Source: an optimization exercise on an open RTL-to-GDS flow (aim: small area, a short achievable clock period and few clock cycles per item). Production flows keep margins and buffers that such runs may drop.
In this exercise RTL edits were held to simulation tests only and were not proved equivalent to the original.

===== design/flow/constraint.sdc =====
create_clock -name core_clock -period 12.0 [get_ports {clk}]
set_input_delay 2.4000 -clock core_clock [delete_from_list [all_inputs] [get_ports {clk}]]
set_output_delay 2.4000 -clock core_clock [all_outputs]
set_load 0.01 [all_outputs]

===== design/flow/config.mk =====
export PLATFORM = sky130hd
export DESIGN_NAME = bitcoin_hash
export DESIGN_NICKNAME = bitcoin_hash
export VERILOG_FILES = /design/flow/design.v
export SDC_FILE = /design/flow/constraint.sdc
export NUM_CORES = 4
export LEC_CHECK = 0
export CAP_MARGIN = 30
export CORE_MARGIN = 2
export CORE_UTILIZATION = 50
export PLACE_DENSITY = 0.65
export SETUP_SLACK_MARGIN = 5
export SLEW_MARGIN = 40

===== design/flow/design.v =====
module bitcoin_hash (
  input  logic        clk, reset_n, start,
  input  logic [15:0] message_addr, output_addr,
  output logic        done, mem_clk, mem_we,
  output logic [15:0] mem_addr,
  output logic [31:0] mem_write_data,
  input  logic [31:0] mem_read_data
);
assign mem_clk = 1'b0;
localparam logic [2047:0] KTAB = {
  32'h428a2f98,32'h71374491,32'hb5c0fbcf,32'he9b5dba5,32'h3956c25b,32'h59f111f1,32'h923f82a4,32'hab1c5ed5,
  32'hd807aa98,32'h12835b01,32'h243185be,32'h550c7dc3,32'h72be5d74,32'h80deb1fe,32'h9bdc06a7,32'hc19bf174,
  32'he49b69c1,32'hefbe4786,32'h0fc19dc6,32'h240ca1cc,32'h2de92c6f,32'h4a7484aa,32'h5cb0a9dc,32'h76f988da,
  32'h983e5152,32'ha831c66d,32'hb00327c8,32'hbf597fc7,32'hc6e00bf3,32'hd5a79147,32'h06ca6351,32'h14292967,
  32'h27b70a85,32'h2e1b2138,32'h4d2c6dfc,32'h53380d13,32'h650a7354,32'h766a0abb,32'h81c2c92e,32'h92722c85,
  32'ha2bfe8a1,32'ha81a664b,32'hc24b8b70,32'hc76c51a3,32'hd192e819,32'hd6990624,32'hf40e3585,32'h106aa070,
  32'h19a4c116,32'h1e376c08,32'h2748774c,32'h34b0bcb5,32'h391c0cb3,32'h4ed8aa4a,32'h5b9cca4f,32'h682e6ff3,
  32'h748f82ee,32'h78a5636f,32'h84c87814,32'h8cc70208,32'h90befffa,32'ha4506ceb,32'hbef9a3f7,32'hc67178f2
};
localparam logic [255:0] IVTAB = {
  32'h6a09e667, 32'hbb67ae85, 32'h3c6ef372, 32'ha54ff53a,
  32'h510e527f, 32'h9b05688c, 32'h1f83d9ab, 32'h5be0cd19
};
function automatic logic [31:0] kc(input logic [5:0] i);
  kc = KTAB[(6'd63 - i)*32 +: 32];
endfunction
function automatic logic [31:0] ivc(input logic [2:0] i);
  ivc = IVTAB[(3'd7 - i)*32 +: 32];
endfunction
function automatic logic [31:0] ror(input logic [31:0] x, input int r);
  ror = (x >> r) | (x << (32-r));
endfunction
function automatic logic [63:0] csa(input logic [31:0] x, y, z);
  logic [31:0] s, c;
  s = x ^ y ^ z;
  c = ((x & y) | (x & z) | (y & z)) << 1;
  csa = {s, c};
endfunction
localparam logic [1:0] B_P1 = 2'd0, B_P2 = 2'd1, B_P3 = 2'd2;
localparam logic [2:0] PH_IDLE = 3'd0, PH_PRE = 3'd1, PH_RND = 3'd2,
                       PH_XFER = 3'd3, PH_FIN = 3'd4;
logic [2:0]  ph, ph_n;
logic [1:0]  blk, blk_n;
logic [6:0]  t, t_n;
logic [3:0]  nonce, nonce_n;
logic [31:0] a, b, c, d, e, f, g, hk;
logic [15:0][31:0] win;
logic [3:0][31:0] rp, rq;       
logic [15:0] ma;
logic        we;
logic [31:0] kr;                
logic        c_init, c_initp2, c_load, c_xfer;
logic [3:0]  c_fix;
logic        c_sched, c_mem, c_k80, c_k640, c_k256;
logic [3:0]  c_nn;
logic        c_wr;
logic [4:0]  c_off;
assign done = (ph == PH_IDLE);
assign mem_addr = ma;
assign mem_we = we;
assign mem_write_data = a + ivc(3'd0);
always_comb begin
  ph_n = ph; blk_n = blk; t_n = t + 7'd1; nonce_n = nonce;
  case (ph)
    PH_IDLE: begin
      t_n = 7'd0;
      if (start) begin ph_n = PH_PRE; blk_n = B_P1; nonce_n = 4'd0; end
    end
    PH_PRE:  if (t == 7'd8) begin ph_n = PH_RND; t_n = 7'd0; end
    PH_XFER: if (t == 7'd7) begin ph_n = PH_RND; blk_n = B_P2; t_n = 7'd0; end
    PH_RND:  if (t == 7'd64) begin
      t_n = 7'd0;
      case (blk)
        B_P1: ph_n = PH_XFER;
        B_P2: blk_n = B_P3;
        default: begin
          nonce_n = nonce + 4'd1;
          if (nonce == 4'd15) ph_n = PH_FIN;
          else blk_n = B_P2;
        end
      endcase
    end
    default: begin ph_n = PH_IDLE; t_n = 7'd0; end
  endcase
end
logic        d_init, d_initp2, d_load, d_xfer;
logic [3:0]  d_fix;
logic        d_sched, d_mem, d_k80, d_k640, d_k256;
logic [3:0]  d_nn;
logic        d_wr;
logic [4:0]  d_off;
always_comb begin
  logic rn;
  rn       = (ph_n == PH_RND);
  d_init   = rn && (t_n == 7'd0);
  d_initp2 = d_init && (blk_n == B_P2);
  d_load   = rn && (t_n == 7'd64) && (blk_n != B_P3);
  d_xfer   = (ph_n == PH_XFER);
  d_fix    = 4'd0;
  if (rn && blk_n == B_P3 && t_n <= 7'd7) d_fix[t_n[2:1]] = 1'b1;
  d_sched = 1'b0; d_mem = 1'b0; d_k80 = 1'b0; d_k640 = 1'b0; d_k256 = 1'b0;
  d_nn = 4'd0;
  case (ph_n)
    PH_PRE:  d_mem = 1'b1;
    PH_XFER: case (t_n[2:0])
               3'd0, 3'd1, 3'd2: d_mem = 1'b1;
               3'd3: d_nn = 4'd0;
               3'd4: d_k80 = 1'b1;
               default: ;
             endcase
    PH_RND: begin
      if (t_n <= 7'd7) begin
        case (blk_n)
          B_P1: d_mem = 1'b1;
          B_P2: d_k640 = (t_n == 7'd7);
          default: begin d_k80 = (t_n == 7'd0); d_k256 = (t_n == 7'd7); end
        endcase
      end else if (blk_n == B_P3 && t_n >= 7'd57) begin
        case (t_n[2:0])
          3'd1, 3'd2, 3'd3: d_mem = 1'b1;          
          3'd4: d_nn = nonce_n + 4'd1;              
          3'd5: d_k80 = 1'b1;                       
          default: ;
        endcase
      end else d_sched = 1'b1;
    end
    default: ;
  endcase
  d_wr  = 1'b0;
  d_off = 5'd16;
  case (ph_n)
    PH_IDLE: d_off = 5'd0;
    PH_PRE:  d_off = t_n[4:0] + 5'd1;
    PH_XFER: d_off = 5'd18;
    PH_RND: begin
      if (blk_n == B_P1) begin
        if (t_n <= 7'd5)       d_off = t_n[4:0] + 5'd10;
        else if (t_n == 7'd64) d_off = 5'd17;
        else                   d_off = 5'd16;
      end else begin
        if (t_n == 7'd56)      d_off = 5'd17;
        else if (t_n == 7'd57) d_off = 5'd18;
        else                   d_off = 5'd16;
        if (blk_n == B_P3 && t_n == 7'd64) begin d_wr = 1'b1; d_off = {1'b0, nonce_n}; end
      end
    end
    default: ;
  endcase
end
logic [31:0] S0, S1, ch, maj, new_a, new_e;
logic [31:0] s1, c1, s2a, c2a, s3a, c3a, s2e, c2e;
always_comb begin
  S1  = ror(e,6) ^ ror(e,11) ^ ror(e,25);
  ch  = (e & f) ^ (~e & g);
  S0  = ror(a,2) ^ ror(a,13) ^ ror(a,22);
  maj = (a & b) | (a & c) | (b & c);
  {s1, c1}   = csa(hk, S1, ch);
  {s2e, c2e} = csa(s1, c1, d);
  {s2a, c2a} = csa(s1, c1, S0);
  {s3a, c3a} = csa(s2a, c2a, maj);
  new_e = s2e + c2e;
  new_a = s3a + c3a;
end
logic [31:0] fixop, wf;
always_comb begin
  fixop = c_xfer ? ivc(t[2:0]) : 32'd0;
  for (int j = 0; j < 4; j++) fixop = fixop | (rq[j] & {32{c_fix[j]}});
  wf = win[8] + fixop;
end
logic [31:0] gsel, hk_next;
logic [31:0] hs, hc, hs2, hc2;
always_comb begin
  if (c_init) gsel = c_initp2 ? rq[3] : ivc(3'd7);
  else        gsel = g;
  {hs, hc}   = csa(gsel, kr, win[8]);
  {hs2, hc2} = csa(hs, hc, fixop);
  hk_next = hs2 + hc2;
end
logic [31:0] sg0, sg1, sched, ss, sc, ins;
always_comb begin
  sg0 = ror(win[1],7) ^ ror(win[1],18) ^ (win[1] >> 3);
  sg1 = ror(win[14],17) ^ ror(win[14],19) ^ (win[14] >> 10);
  {ss, sc} = csa(sg1, win[9], sg0);
  sched = ss + sc + win[0];
  if (c_sched)    ins = sched;
  else if (c_mem) ins = mem_read_data;
  else            ins = {c_k80, 21'd0, c_k640, c_k256, c_k640, 3'd0, c_nn};
end
always_ff @(posedge clk) begin
  if (c_init) begin
    if (c_initp2) begin
      a <= rp[0]; b <= rq[0]; c <= rp[1]; d <= rq[1];
      e <= rp[2]; f <= rq[2]; g <= rp[3];
    end else begin
      a <= ivc(3'd0); b <= ivc(3'd1); c <= ivc(3'd2); d <= ivc(3'd3);
      e <= ivc(3'd4); f <= ivc(3'd5); g <= ivc(3'd6);
    end
  end else begin
    a <= new_a; b <= a; c <= b; d <= c;
    e <= new_e; f <= e; g <= f;
  end
  hk <= hk_next;
  kr <= kc(t_n[5:0]);
  for (int i = 0; i < 7; i++) win[i] <= win[i+1];
  win[7] <= wf;
  if (c_load) begin
    win[8]  <= new_a; win[9]  <= a; win[10] <= b; win[11] <= c;
    win[12] <= new_e; win[13] <= e; win[14] <= f; win[15] <= g;
  end else begin
    for (int i = 8; i < 15; i++) win[i] <= win[i+1];
    win[15] <= ins;
  end
  for (int j = 0; j < 4; j++) rp[j] <= rq[j];
  if (c_xfer) begin
    for (int j = 0; j < 3; j++) rq[j] <= rp[j+1];
    rq[3] <= wf;
  end else begin
    for (int j = 0; j < 4; j++) rq[j] <= rp[j];
  end
  ma <= (c_wr ? output_addr : message_addr) + {11'd0, c_off};
end
always_ff @(posedge clk, negedge reset_n) begin
  if (!reset_n) begin
    ph <= PH_IDLE; blk <= B_P1; t <= 7'd0; nonce <= 4'd0; we <= 1'b0;
    c_init <= 1'b0; c_initp2 <= 1'b0; c_load <= 1'b0; c_xfer <= 1'b0; c_fix <= 4'd0;
    c_sched <= 1'b0; c_mem <= 1'b0; c_k80 <= 1'b0; c_k640 <= 1'b0; c_k256 <= 1'b0;
    c_nn <= 4'd0; c_wr <= 1'b0; c_off <= 5'd0;
  end else begin
    ph <= ph_n; blk <= blk_n; t <= t_n; nonce <= nonce_n;
    we <= (ph == PH_RND) && (blk == B_P3) && (t == 7'd64);
    c_init <= d_init; c_initp2 <= d_initp2; c_load <= d_load; c_xfer <= d_xfer; c_fix <= d_fix;
    c_sched <= d_sched; c_mem <= d_mem; c_k80 <= d_k80; c_k640 <= d_k640; c_k256 <= d_k256;
    c_nn <= d_nn; c_wr <= d_wr; c_off <= d_off;
  end
end
endmodule

===== design/flow/run.sh =====
#!/bin/bash
# synth_recipe.tcl (not shown) runs the flow's synth.tcl, then flattens the netlist and writes it again
# the make line also repeats each setting of config.mk as NAME=value (left out here)
make -C /OpenROAD-flow-scripts/flow DESIGN_CONFIG=/design/flow/config.mk WORK_HOME=/design/flow/orfs CLKGATE_MAP_FILE= SYNTH_SCRIPT=/design/flow/synth_recipe.tcl finish

==> results of run 1 <==
==> cell type report <==
cell class	instances	area (um^2)
antenna	7	17.5
clock buffer	151	3160
clock inverter	53	738
fill	9379	46700
inverter	611	2300
multi-input combinational	3315	28000
sequential	1112	22500
tap	1403	1760
timing repair buffer	186	1700
==> final timing paths <==
path,cells past startpoint,to
setup / recovery,12,mem_write_data[30]
hold / removal,0,win[146]$_DFF_P_
setup reg to reg,19,a[31]$_DFF_P_
hold reg to reg,0,win[146]$_DFF_P_
max in group asynchronous,2,c_init$_DFF_PN0_
min in group asynchronous,2,c_off[4]$_DFF_PN0_
==> cell families after synthesis <==
logic type      synth area share, %
compound gates                 16.3
mux                            7.56
xor+xnor                       7.10
simple gates                   6.76
other cells                 0.00696
fa+ha+maj                      14.2
flops                          41.7
buf+inv                        6.41
==> metal layers <==
layer | track usage (%) | routed length (um)
met5 | 0 | 55
met4 | 17.1 | 11000
met3 | 6.77 | 18700
met2 | 52.7 | 84200
met1 | 48.4 | 82800
==> metrics by stage <==
stage / util [%] / area, um^2 / hold WS, ps / setup slack (ps)
2_1_floorplan: - / 53900 / 310 / 6990
5_1_grt: 56.3 / 60200 / 292 / 5040
3_5_place_dp: 52.6 / 56200 / 312 / 5770
6_report: 56.3 / 60200 / 293 / 5340
3_3_place_gp: 52.6 / 56200 / 310 / 5820
4_1_cts: 56.3 / 60100 / 290 / 5000
==> registers in the layout, summed over array words and instances, names as in the netlist, 2 cells and up <==
register	count
a	32
b	32
blk	2
c	32
c_fix	4
c_nn	4
c_off	5
d	32
e	32
f	32
g	32
hk	32
kr	32
ma	16
nonce	4
ph	3
rp	128
rq	128
t	7
win	512
==> what timing repair did <==
| action | CTS | global route |
|---|---|---|
| resized for setup | 0 | 3 |
| hold buffers | 0 | 0 |
| endpoints found under the setup margin | 0 | 2 |
==> cells in the final DEF, fill, tap and decap left out, types with 103 or more instances in the layout <==
cell type,synthesis,final
clkdlybuf4s50_1,0,115
fa_1,249,249
xor2_1,129,126
nor2_1,188,187
dfxtp_1,1072,1067
a21o_1,104,104
ha_1,188,188
inv_1,606,605
o21ai_0,274,272
xnor2_1,304,302
a21oi_1,237,237
nand2_1,262,261
clkbuf_16,0,112
o22a_1,103,103
mux2_2,329,329
==> metrics.md, run 1 <==
| Metric | Value |
|---|---|
| Vias in the first global route | 39,500 |
| Fin. max-slew vios | 0 |
| Synth area leaders | dfxtp_1, fa_1, mux2_2 |
| CTS buffer count | 110 |
| Yosys warning count | 1 |
| Fmax | 150 MHz |
| Worst R2R Start | e[26]$_DFF_P_ |
| RSZ-0062 raised after global routing | false |
| Layout area overhead | 11.7% |
| Asr flop ratio synth | 3.60% |
| Max Cap Viol | 0 |
| Share of the synthesized area in the top cell type | 39.8% |
| Rel. slew slack | 37.8% |
| Tmin final | 6660 ps |
| Vias post-DR | 41,100 |
| Initial Util | 50.4% |
| Worst path cell trace | inv_1 > ha_1 > nor2b_2 > o21ai_1 > a311oi_2 > o21bai_1 > a31o_2 > a41oi_1 > o21bai_1 > a21oi_1 > xor2_1 > clkdlybuf4s50_1 |
| Port buffer count | 116 |
| Post-Syn Area | 53,900 um^2 |
| Root buffer cell | clkbuf_16 |
| Cell count after synthesis | 5,327 |
| CP Launch Type | flop |
| Io pins | 118 |
| All-layer global routing usage | 35.1% |
| Syn_nets | 5,831 |
| Final #Nets | 5,840 |
| Critical path peak fanout | 8 |
| Post-Route WL | 197,000 um |
| Mean Syn Cell Area | 10.1 um^2 |
| Post-synth EDFFs | 0 |
| Clock Skew | 58.9 ps |
| Dpl hpwl | 150,000 um |
| Max stage delay on crit path | 550 ps |
| Synth Register Bits | 1,112 |
| Die ar. | 110,000 um^2 |
| Die Ht | 332 um |
| Share of cells above drive strength 1 | 12.3% |
| Antenna violations before repair | 13 |
| Crit path required time | 9600 ps |
| Status | finished clean |
| Setup slack, reg-to-reg | 5690 ps |
| Class of the most critical hold timing path | flop to flop |
| Count leader, synth | dfxtp_1 |
| Initial DRC count | 4,876 |
| Number of instances in the placed design | 6,626 |
| Residual DRC | 0 |
| Number of H-tree levels | 3 |
| Most used DFF post-synth | dfxtp_1 |
| CTS sink count | 1,112 |
| Final Wtd Congestion | 1.02 |
| Setup TNS | 0 ps |
| Post-route insts no fill | 6,838 |
| CP dominant cell by count | o21bai_1 |
| First-pass GRT wire length | 280,000 um |
| Core Region | 107,000 um^2 |
| Num rows | 120 |
| Pre-antenna DRT Iters | 6 |
| Critical Path AT | 4260 ps |
| Clock latency on the worst-skew pair | 750 ps |
| Avg WL per Cell | 28.8 um |
| Period utilisation layout | 55.5% |
| Die width | 332 um |
| Slowest stage cell, crit path | clkdlybuf4s50_1 |
| Count of different cell masters after synthesis | 103 |
| Synth cell count leaders | dfxtp_1, inv_1, mux2_2 |
| Setup crit end kind | output port |
| Overflow after GRT | 0 |
| Critical path class | flop to output port |
| Setup bufs post-CTS | 0 |
| Final setup violating endpoints | 0 |
| Most area-hungry cell type in the Yosys netlist | dfxtp_1 |
| Hold wc startpoint | win[178]$_DFF_P_ |
| Pin count of the biggest net entering global routing | 145 |
| Clock tree buffer depth | 3 |
| Register area share after synthesis | 41.7% |
| CTS tree | done |
| Critical path origin | a[0]$_DFF_P_ |
| Clock transition at the registers of the reported paths | 60 ps |
| Worst-Margin Slew | 924 ps |
| Crit path buffers/inverters | 2 |
| Family with the most delay on the worst path | compound AO/OA/AOI/OAI gates |
| Via/cell ratio | 6.01 |
| Final Hold Fails | 0 |
| Post-DRT Antenna Nets | 0 |
Testbench counts, summed over its fixed seeds: cycles 69,248, items 512.
==> run 2: changes to the inputs <==
--- a/design/flow/config.mk
+++ b/design/flow/config.mk
@@ -9,5 +9,4 @@
 export CORE_MARGIN = 2
-export CORE_UTILIZATION = 50
-export PLACE_DENSITY = 0.65
-export SETUP_SLACK_MARGIN = 5
+export CORE_UTILIZATION = 40
+export PLACE_DENSITY = 0.55
 export SLEW_MARGIN = 40
==> run 2 against run 1 <==
Net effect: wire length is 6.7% higher; synthesized cell count did not move; clock skew up 2.5 ps; clock-buffer cell count grew 8; area after synthesis stayed put; non-clock buffer count increased by 3; via count shrank 0.53%; cell area increased by 1.1%; largest cell class unchanged.
==> metrics.md, run 2 <==
| Metric | Value |
|---|---|
| Setup TNS | 0 ps (unchanged) |
| Max Cap Viol | 0 (unchanged) |
| Pin count of the biggest net entering global routing | 96 (-34%) |
| CP dominant cell by count | o21bai_1 |
| Commonest non-fill, non-tap cell in the layout | dfxtp_1 |
| Clock transition at the registers of the reported paths | 60 ps (about the same) |
| Setup bufs post-CTS | 0 (unchanged) |
| Port buffer count | 116 (unchanged) |
| Core Region | 134,000 um^2 (+25%) |
| Cell count after synthesis | 5,327 (unchanged) |
| All-layer global routing usage | 30.1% (-4.9 points) |
| Fmax | 144 MHz (-3.8%) |
| Period utilisation layout | 57.7% (+2.2 points) |
| Worst-Margin Slew | 943 ps (+19.3 ps) |
| Count of different cell masters after synthesis | 103 (unchanged) |
| Initial DRC count | 4,425 (-9.2%) |
| Clock tree buffer depth | 3 (unchanged) |
| Max reg flops | 512 (unchanged) |
| Most area-hungry cell type in the Yosys netlist | dfxtp_1 |
| Critical Path AT | 4530 ps (+270 ps) |
| Slowest stage cell, crit path | clkdlybuf4s50_1 |
| Antenna violations before repair | 19 (+6) |
| Fin. max-slew vios | 0 (unchanged) |
| Root buffer cell | clkbuf_16 |
| Class of the most critical hold timing path | flop to flop |
| CTS sink count | 1,112 (unchanged) |
| Final Hold Fails | 0 (unchanged) |
| Share of cells above drive strength 1 | 12.4% (+0.11 points) |
| Initial Util | 40.3% (-10 points) |
| Post-DRT Antenna Nets | 0 (unchanged) |
| First-pass GRT wire length | 295,000 um (+5.4%) |
| Synth Register Bits | 1,112 (unchanged) |
| Rel. slew slack | 37.1% (-0.64 points) |
| Most frequent cells in the layout | dfxtp_1, inv_1, mux2_2 |
| Dpl hpwl | 163,000 um (+8.5%) |
| Residual DRC | 0 (unchanged) |
| Biggest regs | win: 512 flops, rp: 128 flops, rq: 128 flops |
| Final Wtd Congestion | 0.992 (-2.4%) |
| CP Launch Type | flop |
| Synth cell count leaders | dfxtp_1, inv_1, mux2_2 |
| Layout area overhead | 12.9% |
| Setup crit end kind | output port |
| Avg WL per Cell | 29.1 um (+1.1%) |
| Post-Route WL | 210,000 um (+6.7%) |
| Share of the synthesized area in the top cell type | 39.8% (unchanged) |
| Count leader, synth | dfxtp_1 |
| CTS buffer count | 118 (+7.3%) |
| Post-Syn Area | 53,900 um^2 (unchanged) |
| Critical path depth | 12 (unchanged) |
| Via/cell ratio | 5.67 (-5.8%) |
| Io pins | 118 (unchanged) |
| Hold Crit Depth | 0 (unchanged) |
| Vias in the first global route | 39,400 (-0.21%) |
| Yosys warning count | 1 (unchanged) |
| Mean Syn Cell Area | 10.1 um^2 (unchanged) |
| Critical path peak fanout | 7 (-1) |
| Die ar. | 138,000 um^2 (+25%) |
| Pre-antenna DRT Iters | 6 (unchanged) |
| Largest Register | win |
| Vias post-DR | 40,900 (-0.53%) |
| CTS Hold Bufs | 0 (unchanged) |
| Overflow after GRT | 0 (unchanged) |
| Family with the most delay on the worst path | compound AO/OA/AOI/OAI gates |
| Resize count post-CTS | 0 (unchanged) |
| Number of H-tree levels | 3 (unchanged) |
| Critical path class | flop to output port |
| Tmin final | 6930 ps (+263 ps) |
| Post-synth EDFFs | 0 (unchanged) |
| Crit path required time | 9600 ps (about the same) |
| Clock Skew | 61.4 ps (+2.55 ps) |
| Final setup violating endpoints | 0 (unchanged) |
| Syn_nets | 5,831 (unchanged) |
| Asr flop ratio synth | 3.60% (unchanged) |
| Final #Nets | 5,851 (+0.19%) |
| Worst path cell trace | inv_1 > ha_1 > nor2b_1 > o21ai_1 > a311oi_2 > o21bai_1 > a31o_2 > a41oi_1 > o21bai_1 > a21oi_1 > xor2_1 > clkdlybuf4s50_1 |
| Clock latency on the worst-skew pair | 770 ps (+20 ps) |
| Die width | 371 um (+12%) |
| R2R cell count | 18 (-1) |
| Register area share after synthesis | 41.7% (unchanged) |
| CTS tree | done |
| Most used DFF post-synth | dfxtp_1 |
| Synth area leaders | dfxtp_1, fa_1, mux2_2 |
| RSZ-0062 raised after global routing | false |
| Status | finished clean |
| Max stage delay on crit path | 550 ps (about the same) |
| Crit path buffers/inverters | 2 (unchanged) |
| Num rows | 134 (+12%) |
| Die Ht | 371 um (+12%) |
==> run 2: routing by layer <==
layer | global-route usage (%) | wire length, um
met5 | 0 | 66
met1 | 42.8 | 93800
met2 | 45.7 | 90600
met3 | 5.13 | 17300
met4 | 11.2 | 8300
==> run 2: cell type report <==
cell class | count | area, um^2
fillers | 12700 | 72800
multi-input cells | 3315 | 28000
flip-flops and latches | 1112 | 22500
clock buffers | 159 | 3320
inverters | 611 | 2300
well taps | 1768 | 2210
repair buffers | 189 | 1740
clock inverters | 58 | 741
diodes | 5 | 12.5
==> run 2: final timing paths <==
| check | end | startpoint | slack (ps) |
|---|---|---|---|
| setup / recovery | mem_write_data[30] | a[1]$_DFF_P_ | 5070 |
| hold / removal | win[169]$_DFF_P_ | win[201]$_DFF_P_ | 310 |
| setup reg to reg | hk[30]$_DFF_P_ | c_init$_DFF_PN0_ | 5600 |
| hold reg to reg | win[169]$_DFF_P_ | win[201]$_DFF_P_ | 310 |
| max in group asynchronous | c_init$_DFF_PN0_ | reset_n | 9750 |
| min in group asynchronous | t[2]$_DFF_PN0_ | reset_n | 1730 |
==> run 2: cell families after synthesis <==
kind of cell	synth area share (%)
other	0.00696
multiplexers	7.56
flip-flops	41.7
AO/OA/AOI/OAI	16.3
AND/OR/NAND/NOR	6.76
XOR/XNOR	7.10
adder cells (fa/ha/maj)	14.2
buffers and inverters	6.41
==> run 2: per-stage QoR <==
step	std cells	utilization, %	hold WS, ps	instance area [um^2]	setup slack [ps]
2_1_floorplan	5327	-	310	53900	6990
3_3_place_gp	6994	42.4	310	56700	5740
3_5_place_dp	6995	42.5	312	56700	5700
4_1_cts	7212	45.5	305	60800	4960
5_1_grt	7212	45.5	311	60800	4790
6_report	7217	45.5	309	60800	5070
==> run 3: changes to the inputs <==
--- a/design/flow/design.v
+++ b/design/flow/design.v
@@ -51,3 +51,3 @@
 logic [31:0] kr;                
-logic        c_init, c_initp2, c_load, c_xfer;
+logic        c_init, c_initp2, c_load, c_xfer, c_iv0;
 logic [3:0]  c_fix;
@@ -60,3 +60,3 @@
 assign mem_we = we;
-assign mem_write_data = a + ivc(3'd0);
+assign mem_write_data = a;    
 always_comb begin
@@ -85,3 +85,3 @@
 end
-logic        d_init, d_initp2, d_load, d_xfer;
+logic        d_init, d_initp2, d_load, d_xfer, d_iv0;
 logic [3:0]  d_fix;
@@ -98,2 +98,3 @@
   d_xfer   = (ph_n == PH_XFER);
+  d_iv0    = rn && (blk_n == B_P3) && (t_n == 7'd63);    
   d_fix    = 4'd0;
@@ -165,3 +166,3 @@
 always_comb begin
-  fixop = c_xfer ? ivc(t[2:0]) : 32'd0;
+  fixop = c_xfer ? ivc(t[2:0]) : c_iv0 ? ivc(3'd0) : 32'd0;
   for (int j = 0; j < 4; j++) fixop = fixop | (rq[j] & {32{c_fix[j]}});
@@ -178,3 +179,3 @@
 end
-logic [31:0] sg0, sg1, sched, ss, sc, ins;
+logic [31:0] sg0, sg1, sched, ss, sc, ss2, sc2, ins;
 always_comb begin
@@ -182,4 +183,5 @@
   sg1 = ror(win[14],17) ^ ror(win[14],19) ^ (win[14] >> 10);
-  {ss, sc} = csa(sg1, win[9], sg0);
-  sched = ss + sc + win[0];
+  {ss, sc}   = csa(sg1, win[9], sg0);
+  {ss2, sc2} = csa(ss, sc, win[0]);
+  sched = ss2 + sc2;
   if (c_sched)    ins = sched;
@@ -224,3 +226,3 @@
     ph <= PH_IDLE; blk <= B_P1; t <= 7'd0; nonce <= 4'd0; we <= 1'b0;
-    c_init <= 1'b0; c_initp2 <= 1'b0; c_load <= 1'b0; c_xfer <= 1'b0; c_fix <= 4'd0;
+    c_init <= 1'b0; c_initp2 <= 1'b0; c_load <= 1'b0; c_xfer <= 1'b0; c_iv0 <= 1'b0; c_fix <= 4'd0;
     c_sched <= 1'b0; c_mem <= 1'b0; c_k80 <= 1'b0; c_k640 <= 1'b0; c_k256 <= 1'b0;
@@ -230,3 +232,3 @@
     we <= (ph == PH_RND) && (blk == B_P3) && (t == 7'd64);
-    c_init <= d_init; c_initp2 <= d_initp2; c_load <= d_load; c_xfer <= d_xfer; c_fix <= d_fix;
+    c_init <= d_init; c_initp2 <= d_initp2; c_load <= d_load; c_xfer <= d_xfer; c_iv0 <= d_iv0; c_fix <= d_fix;
     c_sched <= d_sched; c_mem <= d_mem; c_k80 <= d_k80; c_k640 <= d_k640; c_k256 <= d_k256;
==> run 3 against run 2 <==
Net effect: non-clock buffer count is 5 lower; critical path depth is 2 higher; sequential share of layout area increased by 0.67 points; synthesized cell count decreased by 3.1%; clock skew fell by 15 ps; register-to-register slack got worse by 210 ps; hold slack better by 8.1 ps; cell count shrank 2.7%; global-route usage grew 0.22 points; first-iteration DRC count down 17%; critical endpoint is now rq[124]$_DFF_P_; largest cell class unchanged.
==> metrics.md, run 3 <==
| Metric | Value |
|---|---|
| Status | finished clean |
| Family with the most delay on the worst path | compound AO/OA/AOI/OAI gates |
| Period utilisation layout | 55.1% (-2.6 points) |
| Post-Syn Area | 52,800 um^2 (-2.0%) |
| Via/cell ratio | 5.65 (-0.27%) |
| Largest Register | win |
| Overflow after GRT | 0 (unchanged) |
| Clock tree buffer depth | 3 (unchanged) |
| CTS tree | done |
| Critical path depth | 14 (+2) |
| Initial DRC count | 3,655 (-17%) |
| Pin count of the biggest net entering global routing | 70 (-27%) |
| Vias post-DR | 39,700 (-2.9%) |
| Clock transition at the registers of the reported paths | 70 ps (about the same) |
| Share of the synthesized area in the top cell type | 40.7% (+0.83 points) |
| Num rows | 133 (-0.75%) |
| Count leader, synth | dfxtp_1 |
| FILL cells | 12,600 (-1.0%) |
| Setup bufs post-CTS | 0 (unchanged) |
| Finished Cell Area | 59,800 um^2 (-1.7%) |
| Slowest stage cell, crit path | dfrtp_1 |
| Final Wtd Congestion | 0.998 (+0.66%) |
| Biggest regs | win: 512 flops, rp: 128 flops, rq: 128 flops |
| Worst path cell trace | inv_1 > ha_1 > o311ai_2 > nand3_1 > fa_1 > a21o_1 > a21oi_1 > o21ai_0 > a211oi_1 > o21ai_0 > o31ai_1 > a21oi_1 > o21a_1 > o31ai_1 |
| Most used DFF post-synth | dfxtp_1 |
| Register area share after synthesis | 42.6% (+0.92 points) |
| Clock latency on the worst-skew pair | 780 ps (about the same) |
| Avg WL per Cell | 29.6 um (+1.8%) |
| Vias in the first global route | 39,200 (-0.58%) |
| Dpl hpwl | 162,000 um (-0.70%) |
| All-layer global routing usage | 30.3% (+0.22 points) |
| Fmax | 151 MHz (+4.8%) |
| Setup TNS | 0 ps (unchanged) |
| Commonest non-fill, non-tap cell in the layout | dfxtp_1 |
| Count of different cell masters after synthesis | 91 (-12%) |
| Share of cells above drive strength 1 | 12.3% (-0.089 points) |
| Crit path buffers/inverters | 1 (-1) |
| Synth Register Bits | 1,113 (+0.090%) |
| Synth cell count leaders | dfxtp_1, inv_1, mux2_2 |
| First-pass GRT wire length | 293,000 um (-0.97%) |
| Mean Syn Cell Area | 10.2 um^2 (+1.1%) |
| Antenna violations before repair | 7 (-12) |
| Final Hold Fails | 0 (unchanged) |
| Hold Crit Depth | 0 (unchanged) |
| Yosys warning count | 1 (unchanged) |
| CTS buffer count | 117 (-0.85%) |
| Die Ht | 367 um (-1.0%) |
| Setup crit end kind | flop |
| Layout area overhead | 13.3% |
| Die width | 367 um (-1.0%) |
| DP Area | 55,600 um^2 (-1.9%) |
| Max Cap Viol | 0 (unchanged) |
| Syn_nets | 5,664 (-2.9%) |
| Fin. max-slew vios | 0 (unchanged) |
| Clock Skew | 46.3 ps (-15.1 ps) |
| Pre-antenna DRT Iters | 6 (unchanged) |
| CP Launch Type | flop |
| Worst-Margin Slew | 932 ps (-11.0 ps) |
| Post-synth EDFFs | 0 (unchanged) |
| Most frequent cells in the layout | dfxtp_1, inv_1, mux2_2 |
| Io pins | 118 (unchanged) |
| Number of H-tree levels | 3 (unchanged) |
| Critical path peak fanout | 18 (+11) |
| Setup slack, reg-to-reg | 5390 ps (-210 ps) |
| Critical path class | flop to flop |
| CTS sink count | 1,113 (+0.090%) |
| Asr flop ratio synth | 3.68% (+0.087 points) |
| Cell count after synthesis | 5,161 (-3.1%) |
| Post-DRT Antenna Nets | 0 (unchanged) |
| Class of the most critical hold timing path | flop to flop |
| Crit path required time | 12,660 ps (+3060 ps) |
| R2R cell count | 14 (-4) |
| Post-Route WL | 208,000 um (-0.97%) |
| RSZ-0062 raised after global routing | false |
| Residual DRC | 0 (unchanged) |
| Synth area leaders | dfxtp_1, fa_1, mux2_2 |
| Final #Nets | 5,675 (-3.0%) |
| Final Util | 45.6% (+0.086 points) |
| Max reg flops | 512 (unchanged) |
| Final setup violating endpoints | 0 (unchanged) |
| Core Region | 131,000 um^2 (-1.9%) |
| Initial Util | 40.2% (-0.074 points) |
| Tmin final | 6610 ps (-316 ps) |
| CTS Hold Bufs | 0 (unchanged) |
| Max stage delay on crit path | 800 ps (+250 ps) |
| Root buffer cell | clkbuf_16 |
| Critical Path AT | 7270 ps (+2740 ps) |
| Resize count post-CTS | 0 (unchanged) |
| Port buffer count | 116 (unchanged) |
| Most area-hungry cell type in the Yosys netlist | dfxtp_1 |
| Rel. slew slack | 37.2% (+0.073 points) |
| Die ar. | 135,000 um^2 (-2.0%) |
[run 3: changes by cell type in the layout (fill, tap and decap cells not counted), sizes merged, moves of 18 or more]
cell	before	now
nor2	190	171
xnor2	305	287
inv	620	491
a21o	104	73
nand2	263	310
a21oi	240	261
[run 3: cells by family (layout without fill, tap and decap cells)]
family,after synthesis,count (layout),share of synthesized area [%]
AOI/OAI and AO/OA,1241,1241,16.0
adders and majority gates,466,466,14.4
and+or+nand+nor,790,790,6.93
other,1,5,0.00711
buffers and inverters,781,884,5.63
xor gates and xnor gates,411,411,6.84
DFF,1113,1113,42.6
muxes,358,358,7.58
[run 3: per-stage QoR]
step                      setup WS [ps]  instances  hold WS (ps)
after floorplan                    6870       5161           310
after global placement             5590       6806           310
after detailed placement           5800       6808           312
after CTS                          5760       7019           317
after global routing               5250       7019           318
final                              5390       7023           317
[run 3: cell type report]
| cell class | count | area (um^2) | area share (%) |
|---|---|---|---|
| antenna | 4 | 10.0 | 0.0167 |
| clock buffer | 163 | 3340 | 5.59 |
| clock inverter | 48 | 806 | 1.35 |
| inverter | 489 | 1840 | 3.07 |
| multi-input combinational | 3267 | 27400 | 45.8 |
| sequential | 1113 | 22500 | 37.6 |
| tap | 1755 | 2200 | 3.67 |
| timing repair buffer | 184 | 1700 | 2.84 |
[run 3: worst paths after layout]
check | startpoint | endpoint
setup / recovery | t[0]$_DFF_PN0_ | rq[124]$_DFF_P_
hold / removal | win[184]$_DFF_P_ | win[152]$_DFF_P_
setup reg to reg | t[0]$_DFF_PN0_ | rq[124]$_DFF_P_
hold reg to reg | win[184]$_DFF_P_ | win[152]$_DFF_P_
max in group asynchronous | reset_n | c_load$_DFF_PN0_
min in group asynchronous | reset_n | c_off[3]$_DFF_PN0_
[run 3: layer usage]
| layer | global-route usage, % | up-vias | part of all wire (%) |
|---|---|---|---|
| met2 | 49.7 | 1628 | 47 |
| li1 | - | 17800 | - |
| met1 | 38.0 | 19900 | 40 |
| met4 | 16.6 | 6 | 6.2 |
| met5 | 0 | - | 0.019 |
| met3 | 5.10 | 387 | 6.9 |
Testbench counts of run 3, summed over its fixed seeds: cycles 69,248, items 512.
==> run 4: changes to the inputs <==
==> design/flow/flow/run.sh (new file) <==
#!/bin/bash
set -euo pipefail
cd "$(dirname "$0")/.."
export SETUP_SLACK_MARGIN=${MARGIN:-6.5}
bash standard.sh > make.log 2>&1
==> design/flow/standard.sh (new file) <==
#!/bin/bash
# synth_recipe.tcl (not shown) runs the flow's synth.tcl, then flattens the netlist and writes it again
# the make line also repeats each setting of config.mk as NAME=value (left out here)
make -C /OpenROAD-flow-scripts/flow DESIGN_CONFIG=/design/flow/config.mk WORK_HOME=/design/flow/orfs CLKGATE_MAP_FILE= SYNTH_SCRIPT=/design/flow/synth_recipe.tcl "${@:-finish}"
removed: design/flow/run.sh
==> run 4 against run 3 <==
Net effect: clock skew is 1.3 ps lower; via count increased by 0.36%; cell count is 0.26% higher; critical path type unchanged.
==> metrics.md, run 4 <==
| Metric | Value |
|---|---|
| First-pass GRT wire length | 293,000 um (+0.11%) |
| Post-Route WL | 209,000 um (+0.50%) |
| Die ar. | 135,000 um^2 (unchanged) |
| Setup crit end kind | flop |
| Max reg flops | 512 (unchanged) |
| Post-Syn Area | 52,800 um^2 (unchanged) |
| Share of cells above drive strength 1 | 13.6% (+1.3 points) |
| Rel. slew slack | 41.4% (+4.2 points) |
| Num rows | 133 (unchanged) |
| Post-synth EDFFs | 0 (unchanged) |
| Root buffer cell | clkbuf_16 |
| Hold wc startpoint | win[184]$_DFF_P_ |
| Hold WS | 317 ps (-0.151 ps) |
| Final setup violating endpoints | 0 (unchanged) |
| Synth cell count leaders | dfxtp_1, inv_1, mux2_2 |
| Tmin final | 5380 ps (-1230 ps) |
| Residual DRC | 0 (unchanged) |
| Clock Skew | 45.0 ps (-1.32 ps) |
| Class of the most critical hold timing path | flop to flop |
| Critical path peak fanout | 9 (-9) |
| Max stage delay on crit path | 710 ps (-90 ps) |
| Port buffer count | 116 (unchanged) |
| Critical path class | flop to flop |
| Pin count of the biggest net entering global routing | 70 (unchanged) |
| Io pins | 118 (unchanged) |
| Crit path buffers/inverters | 2 (+1) |
| Overflow after GRT | 0 (unchanged) |
| Final Wtd Congestion | 0.998 (unchanged) |
| Vias post-DR | 39,800 (+0.36%) |
| Final Hold Fails | 0 (unchanged) |
| Status | finished clean |
| CTS buffer count | 117 (unchanged) |
| Most used DFF post-synth | dfxtp_1 |
| Period utilisation layout | 44.8% (-10 points) |
| Syn_nets | 5,664 (unchanged) |
| Antenna violations before repair | 9 (+2) |
| Layout area overhead | 14.1% |
| Avg WL per Cell | 29.7 um (+0.24%) |
| Die Ht | 367 um (unchanged) |
| Core Region | 131,000 um^2 (unchanged) |
| CTS sink count | 1,113 (unchanged) |
| All-layer global routing usage | 30.4% (+0.036 points) |
| Pre-antenna DRT Iters | 5 (-1) |
| Cell count after synthesis | 5,161 (unchanged) |
| CTS Hold Bufs | 0 (unchanged) |
| Initial DRC count | 3,588 (-1.8%) |
| Largest Register | win |
| Mean Syn Cell Area | 10.2 um^2 (unchanged) |
| Via/cell ratio | 5.66 (+0.10%) |
| Critical Path AT | 6030 ps (-1240 ps) |
| Slowest stage cell, crit path | dfxtp_1 |
| Worst-Margin Slew | 870 ps (-62.3 ps) |
| Yosys warning count | 1 (unchanged) |
| Count leader, synth | dfxtp_1 |
| Die width | 367 um (unchanged) |
| Register area share after synthesis | 42.6% (unchanged) |
| Clock latency on the worst-skew pair | 780 ps (about the same) |
| Clock tree buffer depth | 3 (unchanged) |
| Most area-hungry cell type in the Yosys netlist | dfxtp_1 |
| Family with the most delay on the worst path | adder cells |
| CP Launch Type | flop |
| CTS tree | done |
| Initial Util | 40.2% (unchanged) |
| Dpl hpwl | 162,000 um (unchanged) |
| Share of the synthesized area in the top cell type | 40.7% (unchanged) |
| Post-DRT Antenna Nets | 0 (unchanged) |
| Setup TNS | 0 ps (unchanged) |
| Final #Nets | 5,694 (+0.33%) |
| Worst R2R Start | e[30]$_DFF_P_ |
| Asr flop ratio synth | 3.68% (unchanged) |
| Synth Register Bits | 1,113 (unchanged) |
| Fin. max-slew vios | 0 (unchanged) |
| Commonest non-fill, non-tap cell in the layout | dfxtp_1 |
| RSZ-0062 raised after global routing | false |
| Biggest regs | win: 512 flops, rp: 128 flops, rq: 128 flops |
| Number of H-tree levels | 3 (unchanged) |
| Count of different cell masters after synthesis | 91 (unchanged) |
| Synth area leaders | dfxtp_1, fa_1, mux2_2 |
| Clock transition at the registers of the reported paths | 70 ps (about the same) |
| Crit path required time | 12,650 ps (about the same) |
| Fmax | 186 MHz (+23%) |
| Vias in the first global route | 39,200 (+0.074%) |
| Max Cap Viol | 0 (unchanged) |
| Most frequent cells in the layout | dfxtp_1, inv_1, mux2_2 |
| Critical path origin | e[30]$_DFF_P_ |
| Worst path cell trace | xnor2_1 > xnor2_1 > fa_1 > inv_1 > fa_1 > inv_1 > fa_1 > ha_1 > a21o_1 > a21o_1 > a21oi_1 > a21bo_2 > a221o_1 > a31oi_1 > xnor2_1 > mux2_2 |
-- run 4: cell counts after synthesis --
No cell type changed its count.
-- run 4: cell type report --
cell class,instances,area (um^2)
Sequential cell,1113,22500
Timing Repair Buffer,203,1880
Multi-Input combinational cell,3267,27600
Fill cell,12600,70900
Tap cell,1755,2200
Antenna cell,3,7.51
Clock buffer,163,3340
Clock inverter,48,806
Inverter,489,1870
-- run 4: path summary, 6_finish.rpt --
path                                 endpoint  slack, ps  cells after the start
setup / recovery             win[287]$_DFF_P_       6620                     16
hold / removal               win[152]$_DFF_P_        320                      0
setup reg to reg             win[287]$_DFF_P_       6620                     16
hold reg to reg              win[152]$_DFF_P_        320                      0
max in group asynchronous    c_load$_DFF_PN0_       9740                      2
min in group asynchronous  c_off[4]$_DFF_PN0_       1760                      2
-- run 4: metal layers --
metal / global-route usage [%] / vias to the layer above / part of all wire, %
met3: 5.22 / 399 / 6.7
met4: 17.2 / 8 / 6.5
met5: 0 / - / 0.025
met2: 49.4 / 1659 / 46
met1: 38.1 / 19900 / 40
li1: - / 17800 / -
-- run 4: cell families after synthesis --
logic type / synth area share, %
AO/OA/AOI/OAI: 16.0
flip-flops: 42.6
AND/OR/NAND/NOR: 6.93
buffers and inverters: 5.63
adder cells (fa/ha/maj): 14.4
XOR/XNOR: 6.84
multiplexers: 7.58
other: 0.00711
-- run 4: timing repair --
action                                  CTS  global route
gates resized for setup                  24            49
setup buffers                             5            14
endpoints found under the setup margin   93            70
pin swaps                                 1             4
-- run 4: through the flow --
| stage | util (%) | instance area (um^2) | cells | setup WS, ps |
|---|---|---|---|---|
| 2_1_floorplan | - | 52800 | 5161 | 6870 |
| 3_3_place_gp | 42.4 | 55600 | 6806 | 5590 |
| 3_5_place_dp | 42.4 | 55600 | 6808 | 5800 |
| 4_1_cts | 45.7 | 59900 | 7024 | 6460 |
| 5_1_grt | 45.9 | 60200 | 7038 | 6510 |
| 6_report | 45.9 | 60200 | 7041 | 6620 |
==> run 5: changes to the inputs <==
==> design/flow/flow/run.sh (replaced) <==
#!/bin/bash
set -euo pipefail
cd "$(dirname "$0")/.."
export SETUP_SLACK_MARGIN=8
bash standard.sh > make.log 2>&1
==> run 5 against run 4 <==
Net effect: still clean; core utilization rose by 6.4 points; area after synthesis did not move; maximum frequency rose by 12%; synthesized cell count did not move; worst setup slack improved by 570 ps; hold slack improved by 6.0 ps; first-iteration DRC count rose by 30%.
==> metrics.md, run 5 <==
| Metric | Value |
|---|---|
| Critical Path AT | 5440 ps (-590 ps) |
| Most area-hungry cell type in the Yosys netlist | dfxtp_1 |
| Critical path peak fanout | 6 (-3) |
| FILL cells | 11,700 (-6.9%) |
| Status | finished clean |
| DP Area | 56,000 um^2 (+0.60%) |
| Global routing usage on met2 | 51.2% (+1.7 points) |
| Initial DRC count | 4,651 (+30%) |
| Die width | 367 um (unchanged) |
| Clock latency on the worst-skew pair | 770 ps (about the same) |
| GR peak layer | met2 |
| CTS Hold Bufs | 0 (unchanged) |
| Number of instances in the placed design | 6,807 (-0.015%) |
| Layout area overhead | 30.0% |
| Clock Skew | 55.3 ps (+10.3 ps) |
| Worst path cell trace | xnor2_2 > xnor2_2 > fa_1 > inv_2 > fa_1 > inv_2 > fa_1 > ha_4 > a21oi_2 > o211ai_1 > a221o_2 > a221oi_4 > buf_12 > nor4_4 > o31ai_2 > xnor2_2 > mux2_4 |
| GR Util met1 | 40.5% (+2.4 points) |
| Num rows | 133 (unchanged) |
| Hold WS | 323 ps (+6.04 ps) |
| Number of H-tree levels | 3 (unchanged) |
| Final setup violating endpoints | 0 (unchanged) |
| Synth cell count leaders | dfxtp_1, inv_1, mux2_2 |
| Yosys warning count | 1 (unchanged) |
| Count leader, synth | dfxtp_1 |
| Register area share after synthesis | 42.6% (unchanged) |
| CTS sink count | 1,113 (unchanged) |
| Max Cap Viol | 0 (unchanged) |
| Vias in the first global route | 41,500 (+5.8%) |
| Pre-antenna DRT Iters | 6 (+1) |
| Max stage delay on crit path | 490 ps (-220 ps) |
| Class of the most critical hold timing path | flop to flop |
| Crit path buffers/inverters | 3 (+1) |
| Clock transition at the registers of the reported paths | 60 ps (about the same) |
| Vias post-DR | 43,100 (+8.2%) |
| Post-synth EDFFs | 0 (unchanged) |
| Slowest stage cell, crit path | fa_1 |
| Syn_nets | 5,664 (unchanged) |
| Commonest non-fill, non-tap cell in the layout | dfxtp_1 |
| Biggest regs | win: 512 flops, rp: 128 flops, rq: 128 flops |
| Share of the synthesized area in the top cell type | 40.7% (unchanged) |
| Avg WL per Cell | 30.8 um (+3.7%) |
| Die ar. | 135,000 um^2 (unchanged) |
| Setup TNS | 0 ps (unchanged) |
| Asr flop ratio synth | 3.68% (unchanged) |
| Critical path class | flop to flop |
| Root buffer cell | clkbuf_16 |
| CP Launch Type | flop |
| Fin. max-slew vios | 0 (unchanged) |
| Most frequent cells in the layout | dfxtp_1, inv_1, mux2_2 |
| Tmin final | 4810 ps (-572 ps) |
| Clock tree buffer depth | 3 (unchanged) |
| Pin count of the biggest net entering global routing | 141 (+100%) |
| CTS buffer count | 116 (-0.85%) |
| Mean Syn Cell Area | 10.2 um^2 (unchanged) |
| All-layer global routing usage | 32.6% (+2.2 points) |
| RSZ-0062 raised after global routing | true |
| Post-DRT Antenna Nets | 0 (unchanged) |
| CTS tree | done |
| M3 GR Usage | 6.03% (+0.81 points) |
| Multi-input logic area | 31,900 um^2 (+16%) |
| Dpl hpwl | 161,000 um (-0.60%) |
| Sequential cell area | 22,800 um^2 (+1.2%) |
| Finished Cell Area | 68,600 um^2 (+14%) |
| Max reg flops | 512 (unchanged) |
| Core Region | 131,000 um^2 (unchanged) |
| Count of different cell masters after synthesis | 91 (unchanged) |
| Synth area leaders | dfxtp_1, fa_1, mux2_2 |
| Io pins | 118 (unchanged) |
| Family with the most delay on the worst path | adder cells |
| Synth Register Bits | 1,113 (unchanged) |
| Share of cells above drive strength 1 | 30.5% (+17 points) |
| Worst-Margin Slew | 931 ps (+61.7 ps) |
| Post-Route WL | 228,000 um (+8.9%) |
| Port buffer count | 116 (unchanged) |
| Fmax | 208 MHz (+12%) |
| Rel. slew slack | 37.5% (-3.9 points) |
| Overflow after GRT | 0 (unchanged) |
| Residual DRC | 0 (unchanged) |
| Crit path required time | 12,630 ps (-20 ps) |
| Period utilisation layout | 40.1% (-4.8 points) |
| Final Hold Fails | 0 (unchanged) |
| Post-route insts no fill | 7,392 (+5.0%) |
| Largest Register | win |
| Post-Syn Area | 52,800 um^2 (unchanged) |
| First-pass GRT wire length | 314,000 um (+7.1%) |
| Final #Nets | 6,034 (+6.0%) |
| Antenna violations before repair | 15 (+6) |
| Setup crit end kind | flop |
| Initial Util | 40.2% (unchanged) |
| Final Wtd Congestion | 1.03 (+3.3%) |
| Cell count after synthesis | 5,161 (unchanged) |
| Via/cell ratio | 5.83 (+3.1%) |
| Most used DFF post-synth | dfxtp_1 |
| Die Ht | 367 um (unchanged) |
==> run 5: final timing paths <==
kind	from	to	slack, ps	depth (start not counted)
worst max register to register	e[12]$_DFF_P_	win[286]$_DFF_P_	7190	17
worst min-delay path	win[86]$_DFF_P_	win[54]$_DFF_P_	320	0
worst min register to register	win[86]$_DFF_P_	win[54]$_DFF_P_	320	0
max in group asynchronous	reset_n	c_load$_DFF_PN0_	9900	1
worst max-delay path	e[12]$_DFF_P_	win[286]$_DFF_P_	7190	17
min in group asynchronous	reset_n	t[0]$_DFF_PN0_	1650	1
==> run 5: cells by family after synthesis <==
| group | synth area share (%) |
|---|---|
| AO/OA/AOI/OAI | 16.0 |
| XOR/XNOR | 6.84 |
| adder cells (fa/ha/maj) | 14.4 |
| buffers and inverters | 5.63 |
| flip-flops | 42.6 |
| multiplexers | 7.58 |
| other | 0.00711 |
| AND/OR/NAND/NOR | 6.93 |
==> run 5: metrics by stage <==
| step | setup WS (ps) | util [%] |
|---|---|---|
| 5_1_grt | 7110 | 52.3 |
| 2_1_floorplan | 7490 | - |
| 3_5_place_dp | 5850 | 42.7 |
| 6_report | 7190 | 52.3 |
| 3_3_place_gp | 5900 | 42.6 |
| 4_1_cts | 7170 | 49.9 |
==> run 5: cell type report <==
cell class	count	area share, %
sequential	1113	33.2
clock buffer	158	4.86
timing repair buffer	541	8.25
inverter	489	2.77
clock inverter	59	1.14
tap	1755	3.20
multi-input combinational	3268	46.5
timing repair inverter	2	0.0255
antenna	7	0.0255
==> run 5: worst register-to-register path, stage by stage (launching register included) <==
cell	delay, ps
dfxtp_4	400
xnor2_2	180
xnor2_2	320
fa_1	490
inv_2	90
fa_1	420
inv_2	70
fa_1	450
ha_4	290
a21oi_2	130
o211ai_1	150
a221o_2	460
a221oi_4	300
buf_12	180
nor4_4	50
o31ai_2	290
xnor2_2	160
mux2_4	280
==> run 5: layer usage <==
layer	part of all wire, %	wire, um
met3	8.4	19200
met5	0.030	68
met1	39	87700
met4	9.1	20800
met2	44	99900
==> run 5: timing repair <==
item | 4_1_cts | 5_1_grt
resized for setup | 851 | 414
cloned | 17 | 3
pin swaps | 221 | 276
buffers inserted | 204 | 136
endpoints found under the setup margin | 321 | 229
==> run 6: changes to the inputs <==
--- a/design/flow/config.mk
+++ b/design/flow/config.mk
@@ -12 +12,2 @@
 export SLEW_MARGIN = 40
+export TNS_END_PERCENT = 5
==> run 6 against run 5 <==
Net effect: critical path depth is the same; cell area is 7.1% lower; worst setup slack lost 100 ps; cell count is 2.7% lower; critical endpoint is now win[287]$_DFF_P_.
==> metrics.md, run 6 <==
| Metric | Value |
|---|---|
| Status | finished clean |
| Final #Nets | 5,835 (-3.3%) |
| Fmax | 204 MHz (-2.1%) |
| Post-Synth Simple-Gate Area | 6.93% (unchanged) |
| Commonest non-fill, non-tap cell in the layout | dfxtp_1 |
| Setup TNS | 0 ps (unchanged) |
| Synth Area in Adders | 14.4% (unchanged) |
| Yosys warning count | 1 (unchanged) |
| First-pass GRT wire length | 304,000 um (-3.1%) |
| XOR/XNOR Fraction of Synth Area | 6.84% (unchanged) |
| Compound-cell area share of the yosys netlist | 16.0% (unchanged) |
| Most frequent cells in the layout | dfxtp_1, inv_1, mux2_2 |
| CP dominant cell by count | fa_1 |
| Slowest stage cell, crit path | fa_1 |
| Share of cells above drive strength 1 | 21.1% (-9.4 points) |
| Avg WL per Cell | 30.3 um (-1.7%) |
| Critical Path AT | 5580 ps (+140 ps) |
| Hold Path End | win[111]$_DFF_P_ |
| Critical path class | flop to flop |
| Initial DRC count | 4,519 (-2.8%) |
| Mean Syn Cell Area | 10.2 um^2 (unchanged) |
| Setup crit end kind | flop |
| Post-synth EDFFs | 0 (unchanged) |
| Clock Skew | 71.1 ps (+15.9 ps) |
| Overflow after GRT | 0 (unchanged) |
| Max stage delay on crit path | 610 ps (+120 ps) |
| Setup slack, reg-to-reg | 7090 ps (-100 ps) |
| Syn_nets | 5,664 (unchanged) |
| R2R cell count | 17 (unchanged) |
| Root buffer cell | clkbuf_16 |
| Synth area leaders | dfxtp_1, fa_1, mux2_2 |
| Pin count of the biggest net entering global routing | 64 (-55%) |
| Hold WS | 323 ps (+0.559 ps) |
| Vias post-DR | 41,100 (-4.8%) |
| Core Region | 131,000 um^2 (unchanged) |
| Count leader, synth | dfxtp_1 |
| Final setup violating endpoints | 0 (unchanged) |
| Count of different cell masters after synthesis | 91 (unchanged) |
| Post-Route WL | 218,000 um (-4.3%) |
| Period utilisation layout | 40.9% (+0.87 points) |
| Largest family of logic cells by synthesized area | compound AO/OA/AOI/OAI gates |
| Tmin final | 4910 ps (+104 ps) |
| Post-DRT Antenna Nets | 0 (unchanged) |
| Biggest regs | win: 512 flops, rp: 128 flops, rq: 128 flops |
| Dpl hpwl | 162,000 um (+0.38%) |
| CTS buffer count | 117 (+0.86%) |
| Clock tree buffer depth | 3 (unchanged) |
| Io pins | 118 (unchanged) |
| Rel. slew slack | 38.9% (+1.3 points) |
| Port buffer count | 116 (unchanged) |
| Die width | 367 um (unchanged) |
| Initial Util | 40.2% (unchanged) |
| Class of the most critical hold timing path | flop to flop |
| Critical path peak fanout | 5 (-1) |
| Number of H-tree levels | 3 (unchanged) |
| Residual DRC | 0 (unchanged) |
| Register area share after synthesis | 42.6% (unchanged) |
| Worst path cell trace | mux2_4 > fa_1 > inv_2 > fa_1 > inv_1 > fa_1 > ha_4 > a21o_1 > a221oi_4 > o21a_1 > o31ai_4 > buf_12 > buf_4 > a221o_1 > a31oi_4 > xnor2_2 > mux2_2 |
| Max reg flops | 512 (unchanged) |
| Most area-hungry cell type in the Yosys netlist | dfxtp_1 |
| Max Cap Viol | 0 (unchanged) |
| Hold Crit Depth | 0 (unchanged) |
| CP Launch Type | flop |
| Clock transition at the registers of the reported paths | 60 ps (about the same) |
| Die ar. | 135,000 um^2 (unchanged) |
| Synth cell count leaders | dfxtp_1, inv_1, mux2_2 |
| Crit path required time | 12,670 ps (+40 ps) |
| Hold wc startpoint | win[143]$_DFF_P_ |
| Multiplexer share of the synthesized area | 7.58% (unchanged) |
| Die Ht | 367 um (unchanged) |
| Cell count after synthesis | 5,161 (unchanged) |
| Worst R2R Start | e[15]$_DFF_P_ |
| Pre-antenna DRT Iters | 7 (+1) |
| All-layer global routing usage | 31.6% (-0.94 points) |
| RSZ-0062 raised after global routing | true |
| Clock latency on the worst-skew pair | 800 ps (+30 ps) |
| CTS tree | done |
| Vias in the first global route | 40,300 (-2.9%) |
| Most used DFF post-synth | dfxtp_1 |
| Antenna violations before repair | 12 (-3) |
| Asr flop ratio synth | 3.68% (unchanged) |
| Final Wtd Congestion | 0.990 (-3.9%) |
| Num rows | 133 (unchanged) |
| FF-to-FF End | win[287]$_DFF_P_ |
| CTS sink count | 1,113 (unchanged) |
| Post-Syn Area | 52,800 um^2 (unchanged) |
| Worst-Margin Slew | 917 ps (-14.5 ps) |
| Share of the synthesized area in the top cell type | 40.7% (unchanged) |
| Via/cell ratio | 5.71 (-2.1%) |
| Final Hold Fails | 0 (unchanged) |
| Layout area overhead | 20.8% |
| Fin. max-slew vios | 0 (unchanged) |
| Synth Register Bits | 1,113 (unchanged) |
| Largest Register | win |
[run 6: cell counts after synthesis]
Identical to the previous run, type by type.
[run 6: worst max-delay path by stage]
stage                           from  slack (ps)               end
floorplan               e[1]$_DFF_P_        7380     a[25]$_DFF_P_
global placement    c_xfer$_DFF_PN0_        5620  win[252]$_DFF_P_
detailed placement  c_xfer$_DFF_PN0_        5830  win[252]$_DFF_P_
CTS                    e[26]$_DFF_P_        7130  win[287]$_DFF_P_
global route            e[9]$_DFF_P_        6960  win[280]$_DFF_P_
finish                 e[15]$_DFF_P_        7090  win[287]$_DFF_P_
[run 6: final cells by class]
class                           count  area (um^2)
Fill cell                       12200        67400
Multi-Input combinational cell   3268        29400
Sequential cell                  1113        22700
Timing Repair Buffer              341         3410
Clock buffer                      170         3400
Tap cell                         1755         2200
Inverter                          489         1880
Clock inverter                     51          741
Timing Repair inverter              2         17.5
Antenna cell                        4         10.0
[run 6: logic make-up after synthesis]
family                     count (synthesis)
AOI/OAI and AO/OA                       1241
xor gates and xnor gates                 411
adders and majority gates                466
buffers and inverters                    781
DFF                                     1113
muxes                                    358
other                                      1
and+or+nand+nor                          790
[run 6: per-layer routing]
layer	global-route usage (%)	share of wire, %	up-vias
li1	-	-	18100
met1	39.0	39	20500
met2	50.9	46	1873
met3	6.25	8.0	492
met4	19.2	7.1	10
met5	0	0.026	-
[run 6: worst max-delay path: cells and delay by family (launching register included)]
family / cells / cell delay, ps
XOR/XNOR: 1 / 90
AO/OA/AOI/OAI: 6 / 1400
flip-flops: 1 / 390
multiplexers: 2 / 590
buffers and inverters: 4 / 410
adder cells (fa/ha/maj): 4 / 1880
[run 6: metrics by stage]
step | instance area (um^2) | setup slack [ps] | instances | utilization, %
floorplan | 52900 | 7380 | 5161 | -
global placement | 55700 | 5620 | 6808 | 42.4
detailed placement | 55700 | 5830 | 6810 | 42.5
CTS | 62500 | 7130 | 7155 | 47.7
global route | 63700 | 6960 | 7189 | 48.6
finish | 63700 | 7090 | 7193 | 48.6
[run 6: repair_timing]
action	4_1_cts	5_1_grt
gates resized for setup	323	209
pin swaps	97	89
cloned	12	0
endpoints found under the setup margin	321	286
hold buffers	0	0
buffers inserted	112	34
==> run 7: changes to the inputs <==
==> design/flow/flow/run.sh (replaced) <==
#!/bin/bash
set -euo pipefail
cd "$(dirname "$0")/.."
export SETUP_SLACK_MARGIN=7
bash standard.sh > make.log 2>&1
==> run 7 against run 6 <==
Net effect: critical path type unchanged; synthesized cell count unchanged; register-to-register slack lost 180 ps; critical path depth fell by 4; maximum frequency decreased by 3.6%; sequential share of layout area increased by 1.7 points.
==> metrics.md, run 7 <==
| Metric | Value |
|---|---|
| Biggest regs | win: 512 flops, rp: 128 flops, rq: 128 flops |
| Number of H-tree levels | 3 (unchanged) |
| Max stage delay on crit path | 650 ps (+40 ps) |
| CTS buffer count | 116 (-0.85%) |
| Syn_nets | 5,664 (unchanged) |
| Commonest non-fill, non-tap cell in the layout | dfxtp_1 |
| Share of cells above drive strength 1 | 14.5% (-6.6 points) |
| Fin. max-slew vios | 0 (unchanged) |
| Root buffer cell | clkbuf_16 |
| CTS Hold Bufs | 0 (unchanged) |
| Pre-CTS WS | 6040 ps (+209 ps) |
| Asr flop ratio synth | 3.68% (unchanged) |
| Final Hold Fails | 0 (unchanged) |
| Share of the synthesized area in the top cell type | 40.7% (unchanged) |
| Final Util | 46.2% (-2.4 points) |
| Final Wtd Congestion | 1.01 (+2.3%) |
| Most frequent cells in the layout | dfxtp_1, inv_1, mux2_2 |
| Clock latency on the worst-skew pair | 760 ps (-40 ps) |
| Clock transition at the registers of the reported paths | 70 ps (about the same) |
| Most used DFF post-synth | dfxtp_1 |
| Synth Register Bits | 1,113 (unchanged) |
| Post-Syn Area | 52,800 um^2 (unchanged) |
| Tmin final | 5090 ps (+181 ps) |
| Clock Skew | 49.6 ps (-21.5 ps) |
| Mean Syn Cell Area | 10.2 um^2 (unchanged) |
| Crit path buffers/inverters | 1 (-3) |
| Status | finished clean |
| Rel. slew slack | 40.1% (+1.2 points) |
| Vias in the first global route | 39,600 (-1.7%) |
| Met3 WL | 15,800 um (-9.4%) |
| Fmax | 196 MHz (-3.6%) |
| Residual DRC | 0 (unchanged) |
| Max Cap Viol | 0 (unchanged) |
| Pin count of the biggest net entering global routing | 71 (+11%) |
| Setup TNS | 0 ps (unchanged) |
| Antenna violations before repair | 11 (-1) |
| Num rows | 133 (unchanged) |
| Metal-1 WL | 82,600 um (-3.3%) |
| Period utilisation layout | 42.4% (+1.5 points) |
| Critical path peak fanout | 22 (+17) |
| Clock tree buffer depth | 3 (unchanged) |
| Largest Register | win |
| First-pass GRT wire length | 296,000 um (-2.7%) |
| Metal2 WL | 95,500 um (-3.9%) |
| All-layer global routing usage | 30.7% (-0.87 points) |
| Port buffer count | 116 (unchanged) |
run 7: per-layer routing:
metal / GRT usage [%] / vias to the layer above
met3: 5.84 / 532
li1: - / 17900
met1: 37.4 / 19900
met5: 0 / -
met4: 20.9 / 6
met2: 49.3 / 1864
run 7: what timing repair did:
item | 4_1_cts | 5_1_grt
cloned | 0 | 0
setup endpoints to repair | 149 | 134
setup buffers | 17 | 11
gates resized for setup | 67 | 66
pin swaps | 5 | 17
run 7: worst paths after layout:
check	end	depth (start not counted)	slack [ps]	from
hold / removal	win[190]$_DFF_P_	0	300	win[222]$_DFF_P_
min in group asynchronous	t[5]$_DFF_PN0_	2	1770	reset_n
setup reg to reg	rq[121]$_DFF_P_	13	6910	t[2]$_DFF_PN0_
max in group asynchronous	c_init$_DFF_PN0_	2	9730	reset_n
setup / recovery	rq[121]$_DFF_P_	13	6910	t[2]$_DFF_PN0_
hold reg to reg	win[190]$_DFF_P_	0	300	win[222]$_DFF_P_
run 7: kinds of logic (layout without fill, tap and decap cells):
kind of cell | Yosys count | in the layout | synth area share, %
other | 1 | 6 | 0.00711
and+or+nand+nor | 790 | 790 | 6.93
DFF | 1113 | 1113 | 42.6
buffers and inverters | 781 | 921 | 5.63
adders and majority gates | 466 | 466 | 14.4
xor gates and xnor gates | 411 | 411 | 6.84
muxes | 358 | 358 | 7.58
AOI/OAI and AO/OA | 1241 | 1241 | 16.0
run 7: per-stage QoR:
step	hold WS, ps	instance area [um^2]	cells
after floorplan	310	52800	5161
after global placement	310	55600	6811
after detailed placement	312	55600	6812
after CTS	309	60100	7043
after global routing	318	60500	7056
final	297	60500	7061
run 7: cell type report:
cell class	instances	area, um^2
Fill cell	12500	70600
Antenna cell	5	12.5
Timing Repair Buffer	218	2060
Tap cell	1755	2200
Sequential cell	1113	22600
Clock buffer	160	3300
Multi-Input combinational cell	3267	27700
Clock inverter	54	785
Inverter	489	1870
run 7: worst reg2reg max path, cell delays in order (launching register included):
cell and delay (ps):
dfrtp_2 650, clkinvlp_4 340, nand2_1 150, nand2_1 60, o21ai_1 590, nand3_1 210, ha_1 380, a211o_1 330
o2111ai_1 400, a211oi_1 230, or2_2 410, a211o_1 330, xnor2_1 660, mux2_2 290

[port drivers added, routing unchanged]
The results above use ideal ports. As a check the final layouts listed here were re-extracted and re-timed, cells and wires unchanged. Step 1, drivers: a clkbuf_16 drives clk and a buf_2 each remaining input, both assumed. Step 2 adds t to the input delays and takes it off the output delays; t is the mean of the earliest and latest rising clock arrival at the registers after step 1. Input paths then give back, and output paths get back, about the clock's delay inside the block. a / b / c = ideal / step 1 / step 2; a / b = the first two.
| run | t, ns | slack for setup (ns) | worst slew at a driven data input, ns |
|---|---|---|---|
| run 1 | 0.793 | 5.336 / 5.261 / 5.693 | 0.07 |
| run 2 | 0.820 | 5.072 / 4.992 / 5.604 | 0.07 |
| run 3 | 0.838 | 5.388 / 5.388 / 5.388 | 0.04 |
| run 4 | 0.837 | 6.620 / 6.620 / 6.620 | 0.04 |
| run 5 | 0.826 | 7.192 / 7.192 / 7.192 | 0.06 |
| run 6 | 0.839 | 7.088 / 7.088 / 6.698 | 0.05 |
| run 7 | 0.818 | 6.907 / 6.907 / 6.717 | 0.04 |
After both steps setup and hold are still met in every run listed. The setup slack of run 6, which loses most, moves by 0.000 ns with the drivers and by -0.390 ns with both steps.
